Source: an optimization exercise on an open RTL-to-GDS flow (aim: small area). Production flows keep margins and buffers that such runs may drop. In this exercise RTL edits were held to simulation tests only and were not proved equivalent to the original. The clock port is modelled as an ideal driver; clocking choices that lean on that would not hold on a real chip. Power is estimated from default activity; no workload was simulated.

==> design/flow/design.v <==
`timescale 1ns / 1ps
module clock
(
    input        clk,
    input        rst_n,
    input  [2:0] key,
    output reg   led,
    output [3:0] dig,
    output       dp,
    output [7:0] smg
);
reg  [3:0] scq;
wire [1:0] q  = scq[1:0];
wire [1:0] sc = scq[3:2];
reg  [2:0] u;       
reg  [4:0] w;       
reg        h;       
wire q3     = (q == 2'd3);
wire u4     = u[2];
wire w24    = w[4] & w[3];
wire notrun = w24 & w[0];
wire tick   = q3 & u4 & w24 & ~w[0] & h;          
wire e_key   = (q == 2'd2) & u4;                  
wire e_press = q3 & (u == 3'd0) & ~notrun;        
wire e_led   = (q == 2'd0) & (u == 3'd4) & (w == 5'd24);
always @(posedge clk) begin
    if (!rst_n) begin
        scq <= 4'b1110;
        u   <= 3'd0;
        w   <= 5'd25;
        h   <= 1'b1;
    end else begin
        scq <= scq + 1'b1;
        if (q3) begin
            u <= u4 ? 3'd0 : u + 1'b1;
            if (u4) begin
                w <= w24 ? 5'd0 : w + 1'b1;
                if (w24)
                    h <= ~h;
            end
        end
    end
end
always @(posedge clk)
    led <= ~notrun & (e_led ? (~h & ~led) : (led & rst_n));
reg [2:0] key_s;
reg [2:0] prs;
always @(posedge clk) begin
    if (!rst_n)
        key_s <= 3'b111;
    else if (e_key)
        key_s <= key;
    if (e_key)
        prs <= key_s & ~key;
end
wire p_mode  = prs[0];
wire p_plus  = prs[1];
wire p_minus = prs[2];
reg [2:0] mode;
reg [3:0] sec_l, sec_h;
reg [3:0] min_l;
reg [2:0] min_h;
reg [3:0] hour_l, hour_h;
reg [3:0] hdisp_l, hdisp_h;    
reg [5:0] sec_cnt;
wire m1 = (mode == 3'd1);
wire m2 = (mode == 3'd2);
wire m3 = (mode == 3'd3);
wire m4 = mode[2] & ~mode[0];
wire m5 = mode[2] & mode[0];
wire pause = mode[1];
wire ed   = e_press & ~p_mode;       
wire cm   = tick & (sec_cnt[5:3] == 3'b111) & sec_cnt[1] & sec_cnt[0];    
wire ml9  = min_l[3] & min_l[0];      
wire mh5  = min_h[2] & min_h[0];      
wire cmh  = cm & ml9;
wire ch   = cmh & mh5;
wire hh2  = (hour_h == 4'd2);
wire e1 = ed & m1, e2 = ed & m2, e3 = ed & m3, e4 = ed & m4;
wire ml0 = (min_l == 4'd0);
wire ml_dw = e1 & p_minus & ml0;
wire ml_up = ((e1 & p_plus) | (cm & ~m1)) & ~ml_dw;
wire ml_dn = e1 & p_minus & ~p_plus & ~ml0;
wire [3:0] min_l_n = ml_dw ? 4'd9 :
                     (ml_up & ml9) ? 4'd0 :
                     ml_up ? min_l + 4'd1 :
                     ml_dn ? min_l - 4'd1 : min_l;
wire mh0 = (min_h == 3'd0);
wire mh_dw = e2 & p_minus & mh0;
wire mh_up = ((e2 & p_plus) | (cmh & ~m2)) & ~mh_dw;
wire mh_dn = e2 & p_minus & ~p_plus & ~mh0;
wire [2:0] min_h_n = mh_dw ? 3'd5 :
                     (mh_up & mh5) ? 3'd0 :
                     mh_up ? min_h + 3'd1 :
                     mh_dn ? min_h - 3'd1 : min_h;
wire hl0 = (hour_l == 4'd0);
wire hl_top = hh2 ? (hour_l == 4'd3) : (hour_l == 4'd9);
wire hl_dw = e3 & p_minus & hl0;
wire hl_up = ((e3 & p_plus) | (ch & ~m3)) & ~hl_dw;
wire hl_dn = e3 & p_minus & ~p_plus & ~hl0;
wire [3:0] hour_l_n = hl_dw ? (hh2 ? 4'd3 : 4'd9) :
                      (hl_up & hl_top) ? 4'd0 :
                      hl_up ? hour_l + 4'd1 :
                      hl_dn ? hour_l - 4'd1 : hour_l;
wire hh0 = (hour_h == 4'd0);
wire hh_dw = e4 & p_minus & hh0;
wire hh_clr = (e4 & p_plus & hh2) | (ch & ~m4 & hh2 & (hour_l == 4'd3));
wire hh_up = ((e4 & p_plus) | (ch & ~m4 & (hour_l == 4'd9))) & ~hh_dw;
wire hh_dn = e4 & p_minus & ~p_plus & ~hh0;
wire [3:0] hour_h_n = hh_dw ? 4'd2 :
                      hh_clr ? 4'd0 :
                      hh_up ? hour_h + 4'd1 :
                      hh_dn ? hour_h - 4'd1 : hour_h;
wire [2:0] mode_n = (e_press & p_mode) ? (m5 ? 3'd0 : mode + 3'd1) :
                    (e_press & m5 & p_plus) ? (mode ^ 3'b010) : mode;
wire [3:0] min_l_d  = rst_n ? min_l_n  : 4'd0;
wire [2:0] min_h_d  = rst_n ? min_h_n  : 3'd0;
wire [3:0] hour_l_d = rst_n ? hour_l_n : 4'd0;
wire [3:0] hour_h_d = rst_n ? hour_h_n : 4'd0;
wire [2:0] mode_d   = rst_n ? mode_n   : 3'd0;
wire sw_clr = ~rst_n | (e_press & p_minus);
wire sw_run = tick & m5 & ~pause;
wire sl9 = sec_l[3] & sec_l[0];        
always @(posedge clk) begin
    mode   <= mode_d;
    min_l  <= min_l_d;
    min_h  <= min_h_d;
    hour_l <= hour_l_d;
    hour_h <= hour_h_d;
    if (~rst_n | ~m5 | (e_press & p_mode)) begin    
        hdisp_l <= hour_l_d;
        hdisp_h <= hour_h_d;
    end
    if (!rst_n)
        sec_cnt <= 6'd0;
    else if (tick)
        sec_cnt <= (sec_cnt[5:3] == 3'b111 && sec_cnt[1] && sec_cnt[0]) ? 6'd0 : sec_cnt + 6'd1;
    if (sw_clr) begin
        sec_l <= 4'd0;
        sec_h <= 4'd0;
    end else if (sw_run) begin
        sec_l <= sl9 ? 4'd0 : sec_l + 4'd1;
        if (sec_h[3] & sec_h[0])
            sec_h <= 4'd0;
        else if (sl9)
            sec_h <= sec_h + 4'd1;
    end
end
wire [1:0] dsel = sc;
reg  [3:0] val;
always @(*) begin
    case (dsel)
        2'd0: val = hdisp_h;
        2'd1: val = hdisp_l;
        2'd2: val = m5 ? sec_h : {1'b0, min_h};
        default: val = m5 ? sec_l : min_l;
    endcase
end
reg [6:0] seg;
always @(*) begin
    case (val)
        4'd0: seg = 7'h3f;
        4'd1: seg = 7'h06;
        4'd2: seg = 7'h5b;
        4'd3: seg = 7'h4f;
        4'd4: seg = 7'h66;
        4'd5: seg = 7'h6d;
        4'd6: seg = 7'h7d;
        4'd7: seg = 7'h07;
        4'd8: seg = 7'h7f;
        4'd9: seg = 7'h6f;
        default: seg = 7'h00;
    endcase
end
assign smg = {~notrun, ~seg[6] & ~notrun, ~seg[5:0]};
assign dp  = m5;
wire blink = ~h & ((m4 & dsel == 2'd0) | (m3 & dsel == 2'd1) |
                   (m2 & dsel == 2'd2) | (m1 & dsel == 2'd3));
wire blank = notrun | blink | (m5 & ~dsel[1]);
assign dig = blank ? 4'b0000 : (4'b0001 << dsel);
endmodule
==> design/flow/flow/run.sh <==
#!/bin/bash
# Own flow: the standard synthesis with its combinational logic re-mapped
# for area (flip-flops kept as synthesised; the smallest of four ABC runs is
# kept), the standard floorplan and placement, a small clock tree of its
# own, then the standard routing and finishing.
set -euo pipefail
W=$PWD
F=$W/flow
R=$W/orfs/results/$FLOW_PLATFORM/clock/base
P=$FLOW_HOME/platforms/$FLOW_PLATFORM
LIB=$P/lib/sky130_fd_sc_hd__tt_025C_1v80.lib

bash standard.sh synth > $W/synth.log 2>&1

cp $R/1_2_yosys.v $W/standard_synth.v
for S in 1 2 3 4; do
  sed "s/@SEED@/$S/" $F/resyn.abc > $W/resyn_$S.abc
  RESYN_LIB=$LIB RESYN_ABC=$W/resyn_$S.abc RESYN_DONTUSE="$(cat $F/dontuse.txt)" \
  RESYN_IN=$W/standard_synth.v RESYN_TOP=$FLOW_TOP RESYN_OUT=$W/resyn_$S.v \
      yosys -c $F/resyn.tcl > $W/resyn_$S.log 2>&1 &
done
wait
best=""; besta=""
for S in 1 2 3 4; do
  a=$(grep "Chip area" $W/resyn_$S.log | tail -1 | awk '{print $NF}')
  if [[ -n "$a" ]] && { [[ -z "$besta" ]] || awk "BEGIN{exit !($a < $besta)}"; }; then best=$S; besta=$a; fi
done
echo "resyn areas: $(grep -h 'Chip area' $W/resyn_*.log | awk '{print $NF}' | tr '\n' ' ') -> seed $best" > $W/resyn_choice.log
cp $W/resyn_$best.v $R/1_2_yosys.v
rm -f $R/1_synth.odb $R/1_synth.sdc

export BUFFER_PORTS_ARGS="-buffer_cell sky130_fd_sc_hd__buf_1"
bash standard.sh place > $W/place.log 2>&1

export CTS_RESULTS=$R CTS_PLATFORM_DIR=$P CTS_BUF=sky130_fd_sc_hd__clkbuf_8 CTS_ROOT_BUF=sky130_fd_sc_hd__clkbuf_4
export CTS_DONT_USE="$(sed 's/-dont_use //g' $F/dontuse.txt)"
nbuf=8; bal=1
for k in 4 5 6 7; do
  found=0
  for b in 0 1; do
    CTS_NBUF=$k CTS_BALANCE=$b CTS_WRITE=0 openroad -no_init -exit $F/cts.tcl > $W/cts_try${k}_$b.log 2>&1 || true
    s=$(grep "worst flip-flop clock slew" $W/cts_try${k}_$b.log | awk '{print $NF}')
    if [[ -n "$s" ]] && awk "BEGIN{exit !($s <= 0.105)}"; then nbuf=$k; bal=$b; found=1; break; fi
  done
  if [[ $found == 1 ]]; then break; fi
done
CTS_NBUF=$nbuf CTS_BALANCE=$bal CTS_WRITE=1 openroad -no_init -exit $F/cts.tcl > $W/cts.log 2>&1

bash standard.sh finish > $W/layout.log 2>&1
==> design/flow/flow/cts.tcl <==
# Clock tree: the flip-flops split into CTS_NBUF groups by k-means
# on their placement, each group driven by one clock buffer at its centre, all
# buffers driven by the clock port (through a root buffer above 4 groups).
set R $::env(CTS_RESULTS)
set P $::env(CTS_PLATFORM_DIR)
read_lef $P/lef/sky130_fd_sc_hd.tlef
read_lef $P/lef/sky130_fd_sc_hd_merged.lef
read_liberty $P/lib/sky130_fd_sc_hd__tt_025C_1v80.lib
read_db $R/3_place.odb
read_sdc $R/3_place.sdc
source $P/setRC.tcl
set_dont_use $::env(CTS_DONT_USE)

set block [ord::get_db_block]
set dbu [$block getDbUnitsPerMicron]
# flip-flop clock pins and their positions
set pins {}
foreach inst [$block getInsts] {
  if {[[$inst getMaster] isSequential]} {
    set bb [$inst getBBox]
    lappend pins [list [$inst getName] [expr {([$bb xMin] + [$bb xMax]) / 2.0 / $dbu}] [expr {([$bb yMin] + [$bb yMax]) / 2.0 / $dbu}]]
  }
}
set k $::env(CTS_NBUF)
# k-means, seeded with flip-flops spread along x
set sorted [lsort -real -index 1 $pins]
set n [llength $sorted]
set cent {}
for {set i 0} {$i < $k} {incr i} {
  set p [lindex $sorted [expr {int(($i + 0.5) * $n / $k)}]]
  lappend cent [list [lindex $p 1] [lindex $p 2]]
}
# k-means, with balanced groups if CTS_BALANCE: each round assigns
# flip-flops greedily by distance to the nearest centre that still has room
set cap [expr {$::env(CTS_BALANCE) ? ($n + $k - 1) / $k : $n}]
for {set it 0} {$it < 30} {incr it} {
  set pairs {}
  for {set j 0} {$j < $n} {incr j} {
    set p [lindex $pins $j]
    for {set i 0} {$i < $k} {incr i} {
      set c [lindex $cent $i]
      lappend pairs [list [expr {abs([lindex $p 1] - [lindex $c 0]) + abs([lindex $p 2] - [lindex $c 1])}] $j $i]
    }
  }
  set pairs [lsort -real -index 0 $pairs]
  set done {}
  set size {}
  set groups {}
  for {set i 0} {$i < $k} {incr i} { lappend size 0; lappend groups {} }
  foreach pr $pairs {
    set j [lindex $pr 1]; set i [lindex $pr 2]
    if {[dict exists $done $j]} continue
    if {[lindex $size $i] >= $cap} continue
    dict set done $j 1
    lset size $i [expr {[lindex $size $i] + 1}]
    lset groups $i [concat [lindex $groups $i] [list [lindex $pins $j]]]
  }
  set cent {}
  foreach g $groups {
    set sx 0; set sy 0
    foreach p $g { set sx [expr {$sx + [lindex $p 1]}]; set sy [expr {$sy + [lindex $p 2]}] }
    set m [llength $g]
    if {$m == 0} { set m 1 }
    lappend cent [list [expr {$sx / $m}] [expr {$sy / $m}]]
  }
}
for {set i 0} {$i < $k} {incr i} {
  set g [lindex $groups $i]
  if {[llength $g] == 0} continue
  set loads {}
  foreach p $g { lappend loads [get_pins [lindex $p 0]/CLK] }
  set c [lindex $cent $i]
  puts "clock buffer $i: [llength $g] flip-flops at $c"
  insert_buffer -buffer_cell $::env(CTS_BUF) -net clk -load_pins $loads -location $c -buffer_name clkbuf_$i -net_name clknet_$i
}
if {$k > 4} {
  set sx 0; set sy 0
  foreach c $cent { set sx [expr {$sx + [lindex $c 0]}]; set sy [expr {$sy + [lindex $c 1]}] }
  insert_buffer -buffer_cell $::env(CTS_ROOT_BUF) -net clk -location [list [expr {$sx / $k}] [expr {$sy / $k}]] -buffer_name clkbuf_root -net_name clknet_root
}
detailed_placement
check_placement -verbose
set_propagated_clock [all_clocks]
estimate_parasitics -placement
report_clock_skew
report_worst_slack -min
report_worst_slack -max
report_check_types -max_slew -max_capacitance -violators
set worst 0
foreach pin [get_pins -hierarchical */CLK] { set s [get_property $pin slew_max]; if {$s > $worst} {set worst $s} }
puts "worst flip-flop clock slew: $worst"
if {$::env(CTS_WRITE)} {
  write_db $R/4_1_cts.odb
  file copy -force $R/4_1_cts.odb $R/4_cts.odb
  write_sdc $R/4_cts.sdc
}
==> design/flow/flow/dontuse.txt <==
-dont_use sky130_fd_sc_hd__lpflow_bleeder_1 -dont_use sky130_fd_sc_hd__lpflow_clkbufkapwr_1 -dont_use sky130_fd_sc_hd__lpflow_clkbufkapwr_16 -dont_use sky130_fd_sc_hd__lpflow_clkbufkapwr_2 -dont_use sky130_fd_sc_hd__lpflow_clkbufkapwr_4 -dont_use sky130_fd_sc_hd__lpflow_clkbufkapwr_8 -dont_use sky130_fd_sc_hd__lpflow_clkinvkapwr_1 -dont_use sky130_fd_sc_hd__lpflow_clkinvkapwr_16 -dont_use sky130_fd_sc_hd__lpflow_clkinvkapwr_2 -dont_use sky130_fd_sc_hd__lpflow_clkinvkapwr_4 -dont_use sky130_fd_sc_hd__lpflow_clkinvkapwr_8 -dont_use sky130_fd_sc_hd__lpflow_decapkapwr_12 -dont_use sky130_fd_sc_hd__lpflow_decapkapwr_3 -dont_use sky130_fd_sc_hd__lpflow_decapkapwr_4 -dont_use sky130_fd_sc_hd__lpflow_decapkapwr_6 -dont_use sky130_fd_sc_hd__lpflow_decapkapwr_8 -dont_use sky130_fd_sc_hd__lpflow_inputiso0n_1 -dont_use sky130_fd_sc_hd__lpflow_inputiso0p_1 -dont_use sky130_fd_sc_hd__lpflow_inputiso1n_1 -dont_use sky130_fd_sc_hd__lpflow_inputiso1p_1 -dont_use sky130_fd_sc_hd__lpflow_inputisolatch_1 -dont_use sky130_fd_sc_hd__lpflow_isobufsrc_1 -dont_use sky130_fd_sc_hd__lpflow_isobufsrc_16 -dont_use sky130_fd_sc_hd__lpflow_isobufsrc_2 -dont_use sky130_fd_sc_hd__lpflow_isobufsrc_4 -dont_use sky130_fd_sc_hd__lpflow_isobufsrc_8 -dont_use sky130_fd_sc_hd__lpflow_isobufsrckapwr_16 -dont_use sky130_fd_sc_hd__lpflow_lsbuf_lh_hl_isowell_tap_1 -dont_use sky130_fd_sc_hd__lpflow_lsbuf_lh_hl_isowell_tap_2 -dont_use sky130_fd_sc_hd__lpflow_lsbuf_lh_hl_isowell_tap_4 -dont_use sky130_fd_sc_hd__lpflow_lsbuf_lh_isowell_4 -dont_use sky130_fd_sc_hd__lpflow_lsbuf_lh_isowell_tap_1 -dont_use sky130_fd_sc_hd__lpflow_lsbuf_lh_isowell_tap_2 -dont_use sky130_fd_sc_hd__lpflow_lsbuf_lh_isowell_tap_4 -dont_use sky130_fd_sc_hd__probe_p_8 -dont_use sky130_fd_sc_hd__probec_p_8 
==> design/flow/flow/resyn.abc <==
strash
&get -n
&deepsyn -T 40 -S @SEED@
&put
dch -f
amap
topo
==> design/flow/flow/resyn.tcl <==
# Re-map the combinational logic of the standard synthesis for area.
# The flip-flops are kept as they are (same instances, names and cells).
yosys -import
set lib $::env(RESYN_LIB)
set script $::env(RESYN_ABC)
read_liberty -ignore_miss_func $lib
# flip-flops, latches and clock gates stay black boxes

blackbox {sky130_fd_sc_hd__df*} {sky130_fd_sc_hd__edf*} {sky130_fd_sc_hd__sdf*} {sky130_fd_sc_hd__sedf*} {sky130_fd_sc_hd__dl*} {sky130_fd_sc_hd__sdl*} {sky130_fd_sc_hd__conb*}
read_verilog $::env(RESYN_IN)
hierarchy -top $::env(RESYN_TOP)
flatten
opt -full
opt_clean -purge
stat
abc -liberty $lib {*}$::env(RESYN_DONTUSE) -script $script
opt_clean -purge
stat -liberty $lib
write_verilog -noattr -noexpr $::env(RESYN_OUT)
==> design/flow/standard.sh <==
#!/bin/bash
# synth_recipe.tcl (not shown) runs the flow's synth.tcl, then flattens the netlist and writes it again
# the make line also repeats each setting of config.mk as NAME=value (left out here)
make -C /OpenROAD-flow-scripts/flow DESIGN_CONFIG=/design/flow/config.mk WORK_HOME=/design/flow/orfs CLKGATE_MAP_FILE= SYNTH_SCRIPT=/design/flow/synth_recipe.tcl "${@:-finish}"
==> design/flow/config.mk <==
export PLATFORM = sky130hd
export DESIGN_NAME = clock
export DESIGN_NICKNAME = clock
export VERILOG_FILES = /design/flow/design.v
export SDC_FILE = /design/flow/constraint.sdc
export NUM_CORES = 4
export LEC_CHECK = 0
export ABC_AREA = 1
export CAP_MARGIN = 20
export CORE_MARGIN = 2
export CORE_UTILIZATION = 75
export PLACE_DENSITY = 0.88
export SLEW_MARGIN = 20
==> design/flow/constraint.sdc <==
create_clock -name core_clock -period 10.0 [get_ports {clk}]
set_input_delay 2.0000 -clock core_clock [delete_from_list [all_inputs] [get_ports {clk}]]
set_output_delay 2.0000 -clock core_clock [all_outputs]
set_load 0.01 [all_outputs]
==> impl_metrics.ini, run 1 <==
[status]
outcome = complete, no violations

[timing]
maxSlewViolCount = 0
finClkSkew_ns = 0.03000
rsz0062_at_grt = no
fin_tns_setup_ns = 0
setup_slack_ns = 4.800
period_needed_ns = 5.200
finalHoldViolCount = 0
period_share_pct = 52.00
slew_headroom_pct = 51.45
tightest_slew_ns = 0.7182
holdWs_ns = 0.4743
fmax_mhz = 192.3
final-setup-viol-count = 0

[routing]
wl_per_cell_um = 14.67
firstDrtPassIters = 4
wl_um = 6513
vias = 2690
drc = 0
via_per_inst = 6.059
ant_nets = 0
drtIter0Drc = 181

[finish]
final_common_cell = nor2_1
drive_gt1_share_pct = 1.768
fin_nets = 403
final_area_um2 = 3062
stdcell_count = 444
area_growth_pct = 7.419
num_antenna_cells = 0
final_cell_mix = nor2_1 (84), dfxtp_1 (49), clkinv_1 (46)

[setup_path]
path_max_fanout = 7
crit_required_ns = 8.00
timing.rr.start = scq[0]
crit_end = smg[2]
ff2ff_path_depth = 14
crit_path_start = mode[0]
max_stage_delay_ns = 0.45
path_cells = clkinv_1 > nor2_1 > clkinv_1 > nand3_1 > o22ai_1 > nor3_1 > clkinv_1 > or2_0 > o21ai_0 > nor2_1 > nor3_1 > buf_1
crit_top_cell = clkinv_1
reg2reg_slack_ns = 5.88
cp_slowest_cell = dfxtp_1
critPathLaunchType = flop
endpoint_kind = primary output
cp.buffers_inverters = 4
worstPathArrival_ns = 3.20
cp.depth = 12
reg2reg_to = hdisp_h[3]
crit_type = flop to primary output
path_delay_family = simple AND/OR/NAND/NOR gates

[cts]
clock_latency_ns = 0.39
clk_pin_slew_ns = 0.10

[placed_design]
dp_cells = 438
hpwl_um = 4922
port_buffers = 18
post-place-ws_ns = 5.377
place_congestion = 1.010
dpl_cell_area_um2 = 2985

[floorplanning]
die_h_um = 65.65
dieArea_um2 = 4309
die_width_um = 65.65
rows = 22
ioPinCount = 19
core_area_um2 = 3661
initial_core_util_pct = 77.85

[pwr]
p_leak_uw = 0.001104
ir_drop_mv = 0.1173
powerDensity_nw_per_um2 = 156.3

[yosys]
syn-cell-area_um2 = 2850
synth.avg_cell_area_um2 = 7.683
syn-num-nets = 376
netlist_instances = 371
ys_warn_count = 1

[global_route]
grt_use_total_pct = 30.79
grt_overflow = 0
grt_antenna_before_repair = 0
grt_pass1_vias = 2563
grt_start_max_net_pins = 18
grt_pass1_wl_um = 10720

[run]
cap_violations = 0

[min_path]
hp-class = flop to flop
holdPathStages = 1
## flip-flops by register name, indices dropped and copies added (netlist names)
signal / flops
scq: 4
h: 1
sec_cnt: 6
hour_l: 4
key_s: 3
hdisp_l: 4
hdisp_h: 4
w: 5
hour_h: 4
led: 1
min_l: 4
mode: 3
sec_h: 4
sec_l: 4
prs: 3
min_h: 3
u: 3
## cell type report
cell class / count / area (um2)
multi-input cells: 265 / 1366
flip-flops and latches: 60 / 1311
fillers: 236 / 599.3
inverters: 46 / 172.7
clock buffers: 6 / 76.32
repair buffers: 19 / 75.07
well taps: 48 / 60.06
## where the power goes
part | leakage, uW | total, uW | internal, uW | switching, uW
Sequential | 0.000522 | 253 | 249 | 4.52
Clock | 0.0000406 | 123 | 49.3 | 73.9
Combinational | 0.000541 | 102 | 33.5 | 68.5
Total | 0.00110 | 479 | 332 | 147
## through the flow
stage | util [%] | total power, uW
final | 83.63 | 478.6
after global routing | 83.63 | 500.2
after detailed placement | 81.54 | 359.5
after global placement | 81.54 | 355.1
after floorplan | - | 328.9
## worst min-delay path by stage
stage | startpoint | end | slack [ns]
after floorplan | sec_cnt[5] | sec_cnt[5] | 0.44
after global placement | key_s[2] | key_s[2] | 0.45
after detailed placement | key_s[0] | key_s[0] | 0.46
after global routing | key_s[0] | key_s[0] | 0.49
final | key_s[0] | key_s[0] | 0.47
## layer usage
metal / part of all wire [%] / global-route usage [%] / vias to the layer above
met1: 43 / 38.04 / 1242
met4: 1.9 / 8.594 / 0
li1: - / - / 1352
met3: 6.3 / 4.110 / 16
met2: 49 / 55.81 / 80
met5: 0 / 0 / -
==> inputs of run 2 (changes only) <==
--- a/design/flow/flow/run.sh
+++ b/design/flow/flow/run.sh
@@ -13,19 +13,23 @@
 bash standard.sh synth > $W/synth.log 2>&1
 
 cp $R/1_2_yosys.v $W/standard_synth.v
-for S in 1 2 3 4; do
-  sed "s/@SEED@/$S/" $F/resyn.abc > $W/resyn_$S.abc
-  RESYN_LIB=$LIB RESYN_ABC=$W/resyn_$S.abc RESYN_DONTUSE="$(cat $F/dontuse.txt)" \
-  RESYN_IN=$W/standard_synth.v RESYN_TOP=$FLOW_TOP RESYN_OUT=$W/resyn_$S.v \
-      yosys -c $F/resyn.tcl > $W/resyn_$S.log 2>&1 &
+# four ABC runs in parallel, each a chain of deepsyn rounds with its own
+# seeds; the smallest result is kept
+V=("2 3 4" "1 2 3" "3 4 1" "4 1 2")
+for i in 0 1 2 3; do
+  : > $W/resyn_$i.abc
+  for S in ${V[$i]}; do sed "s/@SEED@/$S/" $F/resyn.abc >> $W/resyn_$i.abc; done
+  RESYN_LIB=$LIB RESYN_ABC=$W/resyn_$i.abc RESYN_DONTUSE="$(cat $F/dontuse.txt)" \
+  RESYN_IN=$W/standard_synth.v RESYN_TOP=$FLOW_TOP RESYN_OUT=$W/resyn_$i.v \
+      yosys -c $F/resyn.tcl > $W/resyn_$i.log 2>&1 &
 done
 wait
 best=""; besta=""
-for S in 1 2 3 4; do
-  a=$(grep "Chip area" $W/resyn_$S.log | tail -1 | awk '{print $NF}')
-  if [[ -n "$a" ]] && { [[ -z "$besta" ]] || awk "BEGIN{exit !($a < $besta)}"; }; then best=$S; besta=$a; fi
+for i in 0 1 2 3; do
+  a=$(grep "Chip area" $W/resyn_$i.log | tail -1 | awk '{print $NF}')
+  if [[ -n "$a" ]] && { [[ -z "$besta" ]] || awk "BEGIN{exit !($a < $besta)}"; }; then best=$i; besta=$a; fi
 done
-echo "resyn areas: $(grep -h 'Chip area' $W/resyn_*.log | awk '{print $NF}' | tr '\n' ' ') -> seed $best" > $W/resyn_choice.log
+echo "resyn areas: $(grep -h 'Chip area' $W/resyn_?.log | awk '{print $NF}' | tr '\n' ' ') -> run $best" > $W/resyn_choice.log
 cp $W/resyn_$best.v $R/1_2_yosys.v
 rm -f $R/1_synth.odb $R/1_synth.sdc
 
==> run 2 against run 1 <==
Sequential share of layout area increased by 0.23 points. Combinational power decreased by 58%. Final area is 0.53% lower. First-iteration DRC count up 43%. Global-route usage up 0.46 points. Still clean. Sequential cell count stayed put. Critical endpoint unchanged.
==> impl_metrics.ini, run 2 <==
[yosys]
netlist_instances = 378
syn-num-nets = 383
syn-cell-area_um2 = 2855
ys_warn_count = 1
synth.avg_cell_area_um2 = 7.554

[floorplanning]
die_width_um = 65.70
core_area_um2 = 3661
initial_core_util_pct = 77.99
ioPinCount = 19
rows = 22
dieArea_um2 = 4316
die_h_um = 65.70

[setup_path]
crit_required_ns = 8.00
reg2reg_to = hdisp_h[1]
critPathLaunchType = flop
path_max_fanout = 8
timing.rr.start = scq[0]
endpoint_kind = primary output
worstPathArrival_ns = 2.96
reg2reg_slack_ns = 5.85
ff2ff_path_depth = 16
crit_type = flop to primary output

[placed_design]
hpwl_um = 5003
port_buffers = 18
place_congestion = 0.9769
post-place-ws_ns = 5.376

[routing]
ant_nets = 0
drc = 0
wl_per_cell_um = 14.39
vias = 2795
drtIter0Drc = 258
via_per_inst = 6.225
wl_um = 6463
firstDrtPassIters = 7

[timing]
fmax_mhz = 201.8
setup_slack_ns = 5.045
final-setup-viol-count = 0
period_share_pct = 49.55
slew_headroom_pct = 51.67
fin_tns_setup_ns = 0
finalHoldViolCount = 0
tightest_slew_ns = 0.7148
rsz0062_at_grt = no
finClkSkew_ns = 0.01276
maxSlewViolCount = 0
period_needed_ns = 4.955

[finish]
largest_reg_flops = 6
num_antenna_cells = 0
area_growth_pct = 6.661
regMostFlops = sec_cnt
drive_gt1_share_pct = 1.247
fin_nets = 408
post-route-util_pct = 83.19
top_regs = sec_cnt (6), w (5)
final_cell_mix = nor2_1 (90), dfxtp_1 (49), clkinv_1 (44)
final_common_cell = nor2_1

[status]
outcome = complete, no violations

[cts]
clk_pin_slew_ns = 0.08
clock_latency_ns = 0.15

[global_route]
grt_overflow = 0
grt_start_max_net_pins = 18
grt_pass1_wl_um = 10880
grt_use_total_pct = 31.26
grt_pass1_vias = 2521
grt_antenna_before_repair = 0

[pwr]
ir_drop_mv = 0.1020
p_leak_uw = 0.001038
powerDensity_nw_per_um2 = 126.8

[min_path]
min_to = u[0]
hp-start = u[0]
holdPathStages = 1
hp-class = flop to flop

[run]
cap_violations = 0
## run 2: worst max path at each step
stage	startpoint	end	slack, ns	depth (start not counted)
2_1_floorplan	mode[0]	smg[4]	5.53	10
3_3_place_gp	mode[0]	smg[4]	5.55	11
3_5_place_dp	mode[0]	smg[4]	5.38	11
5_1_grt	mode[0]	smg[4]	4.76	12
6_report	mode[0]	smg[2]	5.04	12
## run 2: power by group
part           switching (uW)  internal [uW]
Clock                    57.2           36.9
Sequential               2.41            247
Combinational            29.1           13.5
Total                    88.7            298
## run 2: layout make-up
| cell class | count | area, um2 |
|---|---|---|
| Tap cell | 48 | 60.06 |
| Clock buffer | 4 | 55.05 |
| Inverter | 44 | 165.2 |
| Fill cell | 245 | 615.6 |
| Sequential cell | 60 | 1311 |
| Timing Repair Buffer | 19 | 75.07 |
| Multi-Input combinational cell | 274 | 1379 |
## run 2: metal layers
layer / vias up / global-route usage [%] / wire (um)
li1: 1367 / - / -
met1: 1247 / 41.33 / 2696
met2: 139 / 54.42 / 3055
met3: 42 / 2.911 / 463
met4: 0 / 8.854 / 248
met5: - / 0 / 0
## run 2: critical path, stage by stage, from the launching register on
cell and delay (ns):
dfxtp_1 0.41, clkinv_1 0.16, nor2_1 0.40, clkinv_1 0.20, nand3_1 0.18, o22ai_1 0.11
a311oi_1 0.50, nor2b_1 0.26, nor2_1 0.09, a21oi_1 0.16, nor2_1 0.08, nor2_1 0.11
buf_1 0.16
## run 2: per-stage QoR
step | hold slack, ns | instance area, um2 | power [uW] | cells
floorplan | 0.4193 | 2855 | 283.3 | 378
global placement | 0.4301 | 2990 | 294.5 | 445
detailed placement | 0.4516 | 2990 | 296.4 | 445
global route | 0.4993 | 3045 | 399.3 | 449
finish | 0.4754 | 3045 | 386.2 | 449
==> inputs of run 3 (changes only) <==
--- a/design/flow/config.mk
+++ b/design/flow/config.mk
@@ -8,6 +8,6 @@
 export ABC_AREA = 1
 export CAP_MARGIN = 20
 export CORE_MARGIN = 2
-export CORE_UTILIZATION = 75
-export PLACE_DENSITY = 0.88
+export CORE_UTILIZATION = 80
+export PLACE_DENSITY = 0.9
 export SLEW_MARGIN = 20
==> run 3 against run 2 <==
Still clean on timing, DRC and antenna. Total power increased by 8.4%. Sequential power increased by 5%. Synthesized cell count decreased by 2.6%. Critical endpoint is now smg[4]. Highest routed layer unchanged.
==> impl_metrics.ini, run 3 <==
[timing]
period_share_pct = 54.79
slew_headroom_pct = 47.19
fmax_mhz = 182.5
fin_tns_setup_ns = 0
maxSlewViolCount = 0
rsz0062_at_grt = no
setup_slack_ns = 4.521
final-setup-viol-count = 0
finalHoldViolCount = 0
period_needed_ns = 5.479
finClkSkew_ns = 0.01229
tightest_slew_ns = 0.7721

[setup_path]
endpoint_kind = primary output
crit_required_ns = 8.00
crit_type = flop to primary output
worstPathArrival_ns = 3.48
path_max_fanout = 8
critPathLaunchType = flop

[finish]
num_antenna_cells = 0
top_regs = sec_cnt (6), w (5)
final_area_um2 = 3038
final_common_cell = nor2_1
fin_nets = 398
final_cell_mix = nor2_1 (81), dfxtp_1 (49), clkinv_1 (48)
area_growth_pct = 6.585
largest_reg_flops = 6
regMostFlops = sec_cnt
num-fill-cells = 168
drive_gt1_share_pct = 1.279

[placed_design]
post-place-ws_ns = 4.945
port_buffers = 18
hpwl_um = 5213
place_congestion = 0.8990
dpl_cell_area_um2 = 2983

[run]
cap_violations = 0

[cts]
clock_latency_ns = 0.16
clk_pin_slew_ns = 0.09

[global_route]
grt_pass1_vias = 2586
grt_antenna_before_repair = 0
grt_use_total_pct = 35.89
grt_start_max_net_pins = 19
grt_pass1_wl_um = 11760
grt_overflow = 0

[routing]
drtIter0Drc = 291
wl_um = 6882
via_per_inst = 6.556
ant_nets = 0
firstDrtPassIters = 7
wl_per_cell_um = 15.75
vias = 2865
drc = 0

[floorplanning]
die_width_um = 63.69
dieArea_um2 = 4056
rows = 21
ioPinCount = 19
die_h_um = 63.69
initial_core_util_pct = 84.09
core_area_um2 = 3390

[yosys]
netlist_instances = 368
ys_warn_count = 1
syn-num-nets = 373
synth.avg_cell_area_um2 = 7.745
syn-cell-area_um2 = 2850

[pwr]
p_leak_uw = 0.001039
powerDensity_nw_per_um2 = 137.8
ir_drop_mv = 0.1203

[min_path]
hp-class = flop to flop

[status]
outcome = complete, no violations
## run 3: per-stage QoR
stage | std cells | util [%] | total power, uW | hold slack (ns)
6_report | 437 | 89.63 | 418.7 | 0.4698
5_1_grt | 437 | 89.63 | 432.9 | 0.4893
3_5_place_dp | 433 | 88.00 | 326.6 | 0.4541
3_3_place_gp | 433 | 88.00 | 322.9 | 0.4392
2_1_floorplan | 368 | - | 307.7 | 0.4193
## run 3: power by group
group          switching, uW  internal [uW]
clock                   58.1           36.9
combinational           42.8           19.5
sequential              6.75            255
total                    108            311
## run 3: final cells by class
cell class,instances,area (um2),share of cell area [%]
tap,46,57.56,1.895
clock buffer,4,55.05,1.812
timing repair buffer,19,75.07,2.471
sequential,60,1311,43.16
inverter,48,180.2,5.931
multi-input combinational,260,1359,44.73
## run 3: worst paths after layout
kind                              start         end  slack [ns]  cells after the start
worst min-delay path                led         led        0.47                      1
worst max-delay path            mode[0]      smg[4]        4.52                     12
worst max register to register   scq[0]  hdisp_h[1]        5.46                     14
worst min register to register      led         led        0.47                      1
## run 3: critical path: stages, from the launching register on
cell and delay, ns:
dfxtp_1 0.42, clkinv_1 0.17, nor2_1 0.46, nor2_1 0.16
a32o_1 0.26, a211oi_1 0.55, nor2_1 0.16, a31oi_1 0.34
a22oi_1 0.14, a21oi_1 0.20, o22ai_1 0.13, or2_0 0.22
buf_1 0.13
## run 3: per-layer routing
| layer | part of all wire [%] | global-route usage, % | vias up | routed length [um] |
|---|---|---|---|---|
| met5 | 0 | 0 | - | 0 |
| met4 | 3.5 | 12.23 | 0 | 243 |
| met2 | 48 | 60.66 | 186 | 3315 |
| met3 | 9.6 | 6.071 | 28 | 661 |
| met1 | 39 | 46.61 | 1293 | 2661 |
| li1 | - | - | 1358 | - |

==> afterwards: timing with drivers on the ports <==
How much do the figures lean on ideal ports? The routed layouts below were timed once more, with nothing changed but the port constraints.
Step 1 assumes that a clkbuf_16 drives the clock port and a buf_2 every other input.
Step 2, shift: input delay + t, output delay - t, t = (earliest + latest rising clock arrival at the registers) / 2. This alone moves slack from input paths to output paths.
Three values: ideal ports, drivers, drivers and shift; two values: the first two.
run	shift t [ns]	setup WS [ns]	clock arrival spread, ns	slew at the worst register clock pin (ns)
run 1	0.404	4.800 / 4.775 / 5.179	0.030 / 0.030	0.10 / 0.10
run 2	0.200	5.045 / 4.990 / 5.190	0.012 / 0.012	0.09 / 0.09
run 3	0.210	4.521 / 4.461 / 4.671	0.014 / 0.013	0.10 / 0.10
After both steps setup and hold are still met in every run listed.
